What follows belongs to an exercise in optimizing a design on an open flow for small area, a short achievable clock period and few clock cycles per item; a production flow would make more cautious choices. For this run, only the layout was checked, not whether the RTL still works. Power and IR drop assume default switching activity.

### flow/config.mk
export PLATFORM = sky130hd
export DESIGN_NAME = apb_top
export DESIGN_NICKNAME = apb_top
export VERILOG_FILES = /design/flow/design.v
export SDC_FILE = /design/flow/constraint.sdc
export NUM_CORES = 4
export LEC_CHECK = 0
export CAP_MARGIN = 20
export CORE_MARGIN = 2
export CORE_UTILIZATION = 45
export PLACE_DENSITY = 0.6
export SLEW_MARGIN = 20
### flow/constraint.sdc
create_clock -name core_clock -period 6.0 [get_ports {clk}]
set_input_delay 1.2000 -clock core_clock [delete_from_list [all_inputs] [get_ports {clk}]]
set_output_delay 1.2000 -clock core_clock [all_outputs]
set_load 0.01 [all_outputs]
### flow/design.v
module apb_master #(
    parameter DATA_WD = 8,
    parameter ADDR_WD = 8
) (
    input                         clk,
    input                         rst_n,
    input [DATA_WD + ADDR_WD : 0] cmd_in,
    input                         cmd_vld,
    input [DATA_WD - 1 : 0]       prdata,
    input                         pready,
    output                        cmd_rdy,
    output                        psel,
    output                        penable,
    output                        pwrite,
    output [ADDR_WD - 1 : 0]      paddr,
    output [DATA_WD - 1 : 0]      pwdata,
    output                        read_vld,
    output [DATA_WD - 1 : 0]      read_data
);
localparam [1:0] IDLE = 2'b00;
localparam [1:0] SETUP = 2'b01;
localparam [1:0] ACCESS = 2'b11;
reg [1:0] state,next_state;
reg r_psel,r_penable;
assign psel = r_psel;
assign penable = r_penable;
reg [DATA_WD + ADDR_WD : 0] r_cmd_in;
wire cmd_fire;
assign cmd_fire = cmd_vld && cmd_rdy;
assign cmd_rdy = state == IDLE;
always @(posedge clk or negedge rst_n) begin
    if(!rst_n) begin
        state <= IDLE;
    end
    else begin
        state <= next_state;
    end
end
always @(*) begin
    case(state)
        IDLE: begin
            if(cmd_fire) begin
                next_state = SETUP;
            end
            else begin
                next_state = IDLE;
            end
        end
        SETUP: begin
            next_state = ACCESS;
        end
        ACCESS: begin
            if(pready) begin
                next_state = IDLE;
            end
            else begin
                next_state = ACCESS;
            end
        end
        default: begin
            next_state = IDLE;
        end
    endcase
end
always @(*) begin
    r_psel = 'b0;
    r_penable = 'b0;
    case(state)
        IDLE: begin
        end
        SETUP: begin
            r_psel = 1'b1;
        end
        ACCESS: begin
            r_psel = 1'b1;
            r_penable = 1'b1;
        end
        default: begin
        end
    endcase
end
always @(posedge clk or negedge rst_n) begin
    if(!rst_n) begin
        r_cmd_in <= 'b0;
    end
    else if(cmd_fire) begin
        r_cmd_in <= cmd_in;
    end
end
assign paddr  = r_cmd_in[DATA_WD + ADDR_WD - 1 : DATA_WD];
assign pwdata = r_cmd_in[DATA_WD - 1 : 0];
assign pwrite = r_cmd_in[DATA_WD + ADDR_WD];
assign read_data = prdata;
assign read_vld = ~pwrite && pready;
endmodule
module apb_slave #(
    parameter DATA_WD = 8,
    parameter ADDR_WD = 8 
) (
    input                    clk,
    input                    rst_n,
    input                    psel,
    input                    penable,
    input                    pwrite,
    input  [ADDR_WD - 1 : 0] paddr,
    input  [DATA_WD - 1 : 0] pwdata,
    output [DATA_WD - 1 : 0] prdata,
    output                   pready
);
localparam ADDR_MAX = (1 << ADDR_WD);
reg [DATA_WD - 1 : 0] mem [ADDR_MAX - 1 : 0];
localparam [1:0] IDLE = 2'b00;
localparam [1:0] SETUP = 2'b01;
localparam [1:0] ACCESS = 2'b11; 
reg [1:0] state,next_state;
wire apb_fire;
assign apb_fire = psel && penable && pready;
always @(posedge clk or negedge rst_n) begin
    if(!rst_n) begin
        state <= IDLE;
    end
    else begin
        state <= next_state;
    end
end
always @(*) begin
    case(state) 
        IDLE: begin
            if(psel) begin
                next_state = SETUP;
            end
            else begin
                next_state = IDLE;
            end
        end
        SETUP: begin
            next_state = ACCESS;
        end
        ACCESS: begin
            if(!pready) begin
                next_state = ACCESS;
            end
            else if(psel) begin
                next_state = SETUP;
            end
            else begin
                next_state = IDLE;
            end
        end
        default: begin
            next_state = IDLE;
        end
    endcase
end
reg r_pready;
assign pready = r_pready;
always @(*) begin
    case(state)
        IDLE: begin
            r_pready = 1'b0;            
        end 
        SETUP: begin
            r_pready = 1'b0;            
        end
        ACCESS: begin
            if(psel && penable) begin
                r_pready = 1'b1;
            end
            else begin
                r_pready = 1'b0;
            end
        end
        default: begin
            r_pready = 1'b0;
        end
    endcase
end
always @(posedge clk) begin
    if(apb_fire && pwrite) begin
        mem[paddr] <= pwdata;
    end
end
assign prdata = mem[paddr];
endmodule
module apb_top #(
    parameter DATA_WD = 8,
    parameter ADDR_WD = 8 
) (
    input                         clk,
    input                         rst_n,
    input [DATA_WD + ADDR_WD : 0] cmd_in,
    input                         cmd_vld,
    output                        cmd_rdy,
    output                        read_vld,
    output [DATA_WD - 1 : 0]      read_data
);
    wire psel,penable,pwrite,pready;
    wire [DATA_WD - 1 : 0] pwdata;
    wire [ADDR_WD - 1 : 0] paddr;
    wire [DATA_WD - 1 : 0] prdata;
   apb_master  #(
              .DATA_WD(DATA_WD),
              .ADDR_WD(ADDR_WD)
            )u_apb_master(
              .clk(clk),
              .rst_n(rst_n),
              .cmd_in(cmd_in),
              .cmd_vld(cmd_vld),
              .prdata(prdata),
              .pready(pready),
              .cmd_rdy(cmd_rdy),
              .psel(psel),
              .penable(penable),
              .pwrite(pwrite),
              .paddr(paddr),
              .pwdata(pwdata),
              .read_vld(read_vld),
              .read_data(read_data)
            );
   apb_slave  #(
             .DATA_WD(DATA_WD),
             .ADDR_WD(ADDR_WD)
           )u_apb_slave(
             .clk(clk),
             .rst_n(rst_n),
             .psel(psel),
             .penable(penable),
             .pwrite(pwrite),
             .paddr(paddr),
             .pwdata(pwdata),
             .prdata(prdata),
             .pready(pready)
           );
endmodule
### flow/run.sh
#!/bin/bash
# synth_recipe.tcl (not shown) runs the flow's synth.tcl, then flattens the netlist and writes it again
# the make line also repeats each setting of config.mk as NAME=value (left out here)
make -C /OpenROAD-flow-scripts/flow DESIGN_CONFIG=/design/flow/config.mk WORK_HOME=/design/flow/orfs CLKGATE_MAP_FILE= SYNTH_SCRIPT=/design/flow/synth_recipe.tcl finish
==> impl_metrics.toml <==
[placed_design]
dp_slack_ps = 604
place.gp.congestion = 0.775
place.port_buffers = 29
place_inst = 5820
hpwlAfterDp_um = 111000

[die]
die-area_um2 = 179000
pin_count = 30
coreArea_um2 = 174000
die_h_um = 423
fp.dieW_um = 423
num_rows = 153
initial_core_util = 0.453

[min_path]
hp-start = "u_apb_slave.state[0]$_DFF_PN0_"
hold_path.class = "reg2reg"

[finish]
layout_common_cells = "edfxtp_1, mux4_2, nor2_1, a22oi_1, clkbuf_16"
stdcell_count = 6208
syn2layout_area_growth_pct = 12.8
layout-drive-gt1-share = 0.249
layout.nets = 3732
layout_commonest_cell = "edfxtp_1"

[clock_network]
cts-buffers-inserted = 204
cts_root_buf = "clkbuf_16"
htreeDepth = 4
cts_num_sinks = 2069
clk_pin_slew_ps = 60
cts_hold_buf = 0
cts_buffer_depth = 3
cts_tree = "built"
clock_latency_ps = 840

[worst_setup_path]
endpoint_kind = "output pin"
arrival_ps = 4670
crit_path_max_incr_delay_ps = 560
worstPathCellList = "buf_12, buf_12, buf_12, mux4_2, a22oi_1, a21oi_1, o41ai_1, nand4_1, buf_4, clkdlybuf4s50_1"
critPathLaunchType = "flop"
cpMostUsedCell = "buf_12"
critPathLaunch = "u_apb_master.r_cmd_in[8]$_DFFE_PN0P_"
reg2reg_from = "u_apb_master.r_cmd_in[8]$_DFFE_PN0P_"
cp.required_ps = 4800
critPathSlowestCell = "mux4_2"
path_max_fanout = 41
crit_type = "reg2out"

[sta]
slew_violations = 0
relSlewSlack = 0.200
rsz0062_at_grt = "false"
clock_skew_ps = 40.4
fin_crit_ps = 5870
finalSetupViolCount = 0
hold_slack_ps = 546
setup_tns_ps = 0
hold_viol_final = 0
fmax_mhz = 170
tightest_slew_ps = 1200
fin_crit_sh = 0.979
setup_slack_ps = 129

[pwr]
vdd_drop_max_uv = 489
sw_frac_of_total = 0.317
internal_power_w = 0.0294
power.switching_w = 0.0136
pwr-share-clk = 0.279
p_leak_nw = 26.7
p_comb_frac = 0.283
seqPwrFrac = 0.438
pwr_density_cell_nw_per_um2 = 483

[grt]
grt-ovfl-total = 0
grt_pass1_vias = 37800
grt_usage = 0.215
antenna_found_initial = 1
grt_max_degree = 217
grt_pass1_wl_um = 277000

[synth]
syn_area_per_cell_um2 = 22.1
synth_cells = 3570
yosysUniqueCellTypes = 26
synth_edf_count = 2048
synth.net_count = 3590
netlist_area_um2 = 78900
yosysWarnings = 2
synth-main-ff-cell = "edfxtp_1"
async_flop_share = 0.0101
synth_seq_cells = 2069
ys_seq_area_frac = 0.786

[status]
status = "no timing/DRC/antenna violations"

[routing]
initialDrtViolationCount = 4580
drtPass1Iterations = 5
num_vias = 37300
drc = 0
routed_via_density = 6.01
ant_nets = 0
drt_wl_total_um = 194000
wire_per_inst_um = 31.2

[flow_run]
maxCapViolations = 0
flip-flops by register name (all words and copies together) (netlist names):
register	flops
u_apb_master.r_cmd_in	17
u_apb_slave.state	2
u_apb_master.state	2
u_apb_slave.mem	2048
through the flow:
stage / area (um2) / utilization / total power (W)
2_1_floorplan: 78900 / - / 0.0265
3_3_place_gp: 82500 / 0.474 / 0.0311
3_5_place_dp: 82600 / 0.475 / 0.0313
4_1_cts: 88900 / 0.511 / 0.0433
5_1_grt: 89000 / 0.511 / 0.0444
6_report: 89000 / 0.511 / 0.0430
cells by family after synthesis:
| kind of cell | count (synthesis) | synth area share |
|---|---|---|
| compound gates | 421 | 0.0365 |
| buf+inv | 229 | 0.0126 |
| flops | 2069 | 0.786 |
| mux | 527 | 0.148 |
| simple gates | 324 | 0.0163 |
power by group through the flow:
stage | clock network [W] | logic, W | registers, W
finish | 0.0120 | 0.0122 | 0.0188
global route | 0.0127 | 0.0128 | 0.0189
CTS | 0.0121 | 0.0122 | 0.0189
detailed placement | 0 | 0.0119 | 0.0193
global placement | 0 | 0.0118 | 0.0193
floorplan | 0 | 0.00645 | 0.0200
critical path, delay by kind of cell, from the launching register on:
family                 cells  cell delay (ps)
AO/OA/AOI/OAI              3             1040
buffers and inverters      5             1340
AND/OR/NAND/NOR            1              340
flip-flops                 1              450
multiplexers               1              560
area by class of cell:
cell class	count	area (um2)
sequential	2069	62100
clock inverter	121	813
timing repair buffer	162	1830
tap	2325	2910
antenna	3	7.51
clock buffer	253	5370
fill	13500	85000
multi-input combinational	1272	16000
inverter	3	11.3
routing by layer:
metal  GRT usage  vias to the layer above  wire, um
met3      0.0391                      265     12800
met4      0.0606                        0      4950
li1            -                    15400         -
met1       0.304                    20200     80400
met5           0                        -         0
met2       0.346                     1434     95500
what timing repair did:
action / CTS / global route
pin swaps: 0 / 0
setup buffers: 10 / 0
gates resized for setup: 0 / 1
setup endpoints to repair: 7 / 1
path summary, 6_finish.rpt:
path | slack (ps) | cells past startpoint | end
min in group asynchronous | 750 | 2 | u_apb_master.r_cmd_in[2]$_DFFE_PN0P_
hold reg to reg | 550 | 1 | u_apb_slave.state[0]$_DFF_PN0_
hold / removal | 550 | 1 | u_apb_slave.state[0]$_DFF_PN0_
max in group asynchronous | 4940 | 2 | u_apb_master.r_cmd_in[1]$_DFFE_PN0P_
setup reg to reg | 1810 | 7 | u_apb_slave.mem[66][0]$_DFFE_PP_
setup / recovery | 130 | 10 | read_data[1]
synthesized netlist by cell type, types with 3 or more instances:
master | count | share of area
edfxtp_1 | 2048 | 0.78
a21oi_1 | 128 | 0.0081
dfrtp_1 | 21 | 0.0067
nand2_1 | 31 | 0.0015
buf_4 | 17 | 0.0016
nand3_1 | 5 | 0.00032
o41ai_1 | 32 | 0.0036
buf_2 | 39 | 0.0025
nand4_1 | 9 | 0.00071
clkbuf_1 | 149 | 0.0071
a22oi_1 | 256 | 0.024
mux4_2 | 512 | 0.15
mux2_2 | 15 | 0.0021
nor2_1 | 261 | 0.012
nor2b_1 | 6 | 0.00048
buf_6 | 3 | 0.00043
and2_1 | 4 | 0.00032
nor3_1 | 4 | 0.00025
buf_1 | 18 | 0.00086

## what the ideal ports hide
The results above use ideal ports. As a check the final layout listed here was re-extracted and re-timed, cells and wires unchanged. Step 1 (the two cells are an assumption about what drives the block):
set clk [get_ports {clk}]
set_driving_cell -lib_cell sky130_fd_sc_hd__clkbuf_16 $clk
set_driving_cell -lib_cell sky130_fd_sc_hd__buf_2 [delete_from_list [all_inputs] $clk]
Step 2 also shifts input and output timing later by t, the mid clock arrival at the registers, as if the neighbouring blocks saw the same clock. Slacks: ideal ports / drivers / drivers and shift; pairs: ideal ports / drivers.
t, ns: 0.899
setup WS [ns]: 0.129 / 0.049 / 0.948
worst setup path after step 2: register to output
clock arrival spread, ns: 0.042 / 0.042
slew at the worst register clock pin (ns): 0.07 / 0.07
After both steps setup and hold are still met in this run. For this run, drivers alone change the setup slack by -0.080 ns; drivers and shift together by +0.819 ns.
